What follows belongs to an exercise in optimizing a design on an open flow for a short achievable clock period and few clock cycles; a production flow would make more cautious choices. Only simulation tests tie the RTL to the original design; equivalence was not proved. Power and IR drop assume default switching activity.

## CPU
module CPU (
    input         clk,
    input         reset,
    output [15:0] imem_addr,
    input  [15:0] imem_data,
    output [15:0] dmem_addr,
    output [15:0] dmem_wdata,
    output        dmem_we,
    output        dmem_re,
    input  [15:0] dmem_rdata,
    output        halt
);
Size in the first run: roughly 5600 cells after synthesis, roughly 430 flip-flops, roughly 85 I/O pins, about 48000 um^2 of cells after synthesis.
==> flow/config.mk <==
export PLATFORM = sky130hd
export DESIGN_NAME = CPU
export DESIGN_NICKNAME = CPU
export VERILOG_FILES = /design/flow/design.v
export SDC_FILE = /design/flow/constraint.sdc
export NUM_CORES = 4
export LEC_CHECK = 0
export CAP_MARGIN = 20
export CORE_MARGIN = 2
export CORE_UTILIZATION = 30
export SLEW_MARGIN = 20
==> flow/constraint.sdc <==
create_clock -name core_clock -period 35.0 [get_ports {clk}]
set_input_delay 7.0000 -clock core_clock [delete_from_list [all_inputs] [get_ports {clk}]]
set_output_delay 7.0000 -clock core_clock [all_outputs]
set_load 0.01 [all_outputs]
standard.sh (not shown) runs the stock make flow with config.mk's settings and CLKGATE_MAP_FILE= SYNTH_SCRIPT=/design/flow/synth_recipe.tcl, a recipe that flattens the netlist after the stock synthesis.
==> flow/flow/run.sh <==
#!/bin/bash
# Standard ORFS layout (the standard.sh, standard synthesis unchanged) with
# setup repair pushed further: the repair steps aim for this much setup
# slack at the design's clock period and constraints (SDC unchanged).
set -euo pipefail
export SETUP_SLACK_MARGIN=${SETUP_SLACK_MARGIN_OVERRIDE:-27}
bash standard.sh > standard.log 2>&1
The baseline passed the timing, design-rule and antenna checks.
Testbench counts at the start, summed over its fixed seeds: cycles 188,084.
Edit:
CORE_UTILIZATION = 50   (was 30)
Routed wire length shrinks by 6.1%; area after synthesis stays the same; final area shrinks by 2.1%; setup slack improved by 0.067 ns; via count grows by 0.47%; worst hold slack improved by 0.0056 ns; fmax grows by 0.81%.

========
CPU, a different RTL version from the one above (not shown whole).
Size: roughly 5,700 cells after synthesis, ~460 flip-flops.
==> flow/config.mk <==
export PLATFORM = sky130hd
export DESIGN_NAME = CPU
export DESIGN_NICKNAME = CPU
export VERILOG_FILES = /design/flow/design.v
export SDC_FILE = /design/flow/constraint.sdc
export NUM_CORES = 4
export LEC_CHECK = 0
export CAP_MARGIN = 20
export CORE_MARGIN = 2
export CORE_UTILIZATION = 50
export SLEW_MARGIN = 20
==> flow/constraint.sdc <==
create_clock -name core_clock -period 35.0 [get_ports {clk}]
set_input_delay 7.0000 -clock core_clock [delete_from_list [all_inputs] [get_ports {clk}]]
set_output_delay 7.0000 -clock core_clock [all_outputs]
set_load 0.01 [all_outputs]
==> flow/flow/run.sh <==
#!/bin/bash
# Standard ORFS layout (the standard.sh, standard synthesis unchanged) with
# setup repair pushed further: the repair steps aim for this much setup
# slack at the design's clock period and constraints (SDC unchanged).
set -euo pipefail
export SETUP_SLACK_MARGIN=${SETUP_SLACK_MARGIN_OVERRIDE:-27.5}
bash standard.sh > standard.log 2>&1
Testbench counts at the start, summed over its fixed seeds: cycles 185,761.
Change:
--- a/flow/flow/run.sh
+++ b/flow/flow/run.sh
@@ -5,3 +5,3 @@
 set -euo pipefail
-export SETUP_SLACK_MARGIN=${SETUP_SLACK_MARGIN_OVERRIDE:-27.5}
+export SETUP_SLACK_MARGIN=${SETUP_SLACK_MARGIN_OVERRIDE:-27}
 bash standard.sh > standard.log 2>&1
--- a/flow/config.mk
+++ b/flow/config.mk
@@ -9,3 +9,3 @@
 export CORE_MARGIN = 2
-export CORE_UTILIZATION = 50
+export CORE_UTILIZATION = 40
 export SLEW_MARGIN = 20
What happened: The changed run went through all stages and came out clean. Final area came out lower by 1.5%. Non-clock buffer count shrinks by 106. Critical path depth rises by 1. Clock-buffer cell count is lower by 2. Hold slack degrades by 0.011 ns. Global-route usage is lower by 9.1 points. Clock skew barely changes. Setup slack is worse by 0.073 ns. Sequential share of layout area is higher by 0.38 points. Wire length shrinks by 2.6%. Combinational power decreases by about 5%.

========
Another version of the RTL of CPU (not shown whole).
Size: ~5700 cells after synthesis, ~460 flip-flops.
clock: 35.0 ns
lec_check: 0
cap_margin: 20
core_margin: 2
core_utilization: 50
slew_margin: 20
==> flow/flow/run.sh <==
#!/bin/bash
# Standard ORFS layout (the standard.sh, standard synthesis unchanged) with
# setup repair pushed further: the repair steps aim for this much setup
# slack at the design's clock period and constraints (SDC unchanged).
set -euo pipefail
export SETUP_SLACK_MARGIN=${SETUP_SLACK_MARGIN_OVERRIDE:-27.5}
bash standard.sh > standard.log 2>&1
Testbench counts at the start, summed over its fixed seeds: cycles 188,951.
==> next run, changes <==
--- a/flow/flow/run.sh
+++ b/flow/flow/run.sh
@@ -5,3 +5,3 @@
 set -euo pipefail
-export SETUP_SLACK_MARGIN=${SETUP_SLACK_MARGIN_OVERRIDE:-27.5}
+export SETUP_SLACK_MARGIN=${SETUP_SLACK_MARGIN_OVERRIDE:-27}
 bash standard.sh > standard.log 2>&1
--- a/flow/config.mk
+++ b/flow/config.mk
@@ -9,3 +9,3 @@
 export CORE_MARGIN = 2
-export CORE_UTILIZATION = 50
+export CORE_UTILIZATION = 40
 export SLEW_MARGIN = 20
Wire length stays flat.
Non-clock buffer count decreases by 24.
Setup slack gets better by 0.015 ns.
Sequential share of layout area grows by 0.11 points.
Hold slack degrades by 0.0059 ns.

==> port drivers added, routing unchanged <==
In the flow no input, the clock included, has a driving cell. The finished layouts below were timed again as built, in two steps. Step 1 sets driving cells, clkbuf_16 on the clock port and buf_2 on the other inputs (assumed; they add their load-dependent delay and slew). Step 2 adds t to the input delays and takes it off the output delays; t is the mean of the earliest and latest rising clock arrival at the registers after step 1. Input paths then give back, and output paths get back, about the clock's delay inside the block. a / b / c = ideal / step 1 / step 2; a / b = the first two.
run	shift t [ns]	setup slack, ns	worst setup path after step 2	latest minus earliest clock arrival (ns)	pins driven straight from the clock port
the first run of note 1	0.736	26.631 / 26.557 / 26.389	input to register	0.097 / 0.097	1
the second run of note 1	0.726	26.698 / 26.626 / 26.324	input to register	0.095 / 0.095	1
the first run of note 2	0.766	25.894 / 25.929 / 25.163	input to register	0.085 / 0.084	1
the second run of note 2	0.758	25.822 / 25.850 / 25.093	input to register	0.080 / 0.081	1
the first run of note 3	0.747	26.694 / 26.618 / 26.637	input to register	0.040 / 0.040	1
the second run of note 3	0.748	26.708 / 26.631 / 26.466	input to register	0.031 / 0.031	1
After both steps every run listed still meets setup and hold. The setup slack of the first run of note 2, which loses most, moves by +0.035 ns with the drivers and by -0.731 ns with both steps.
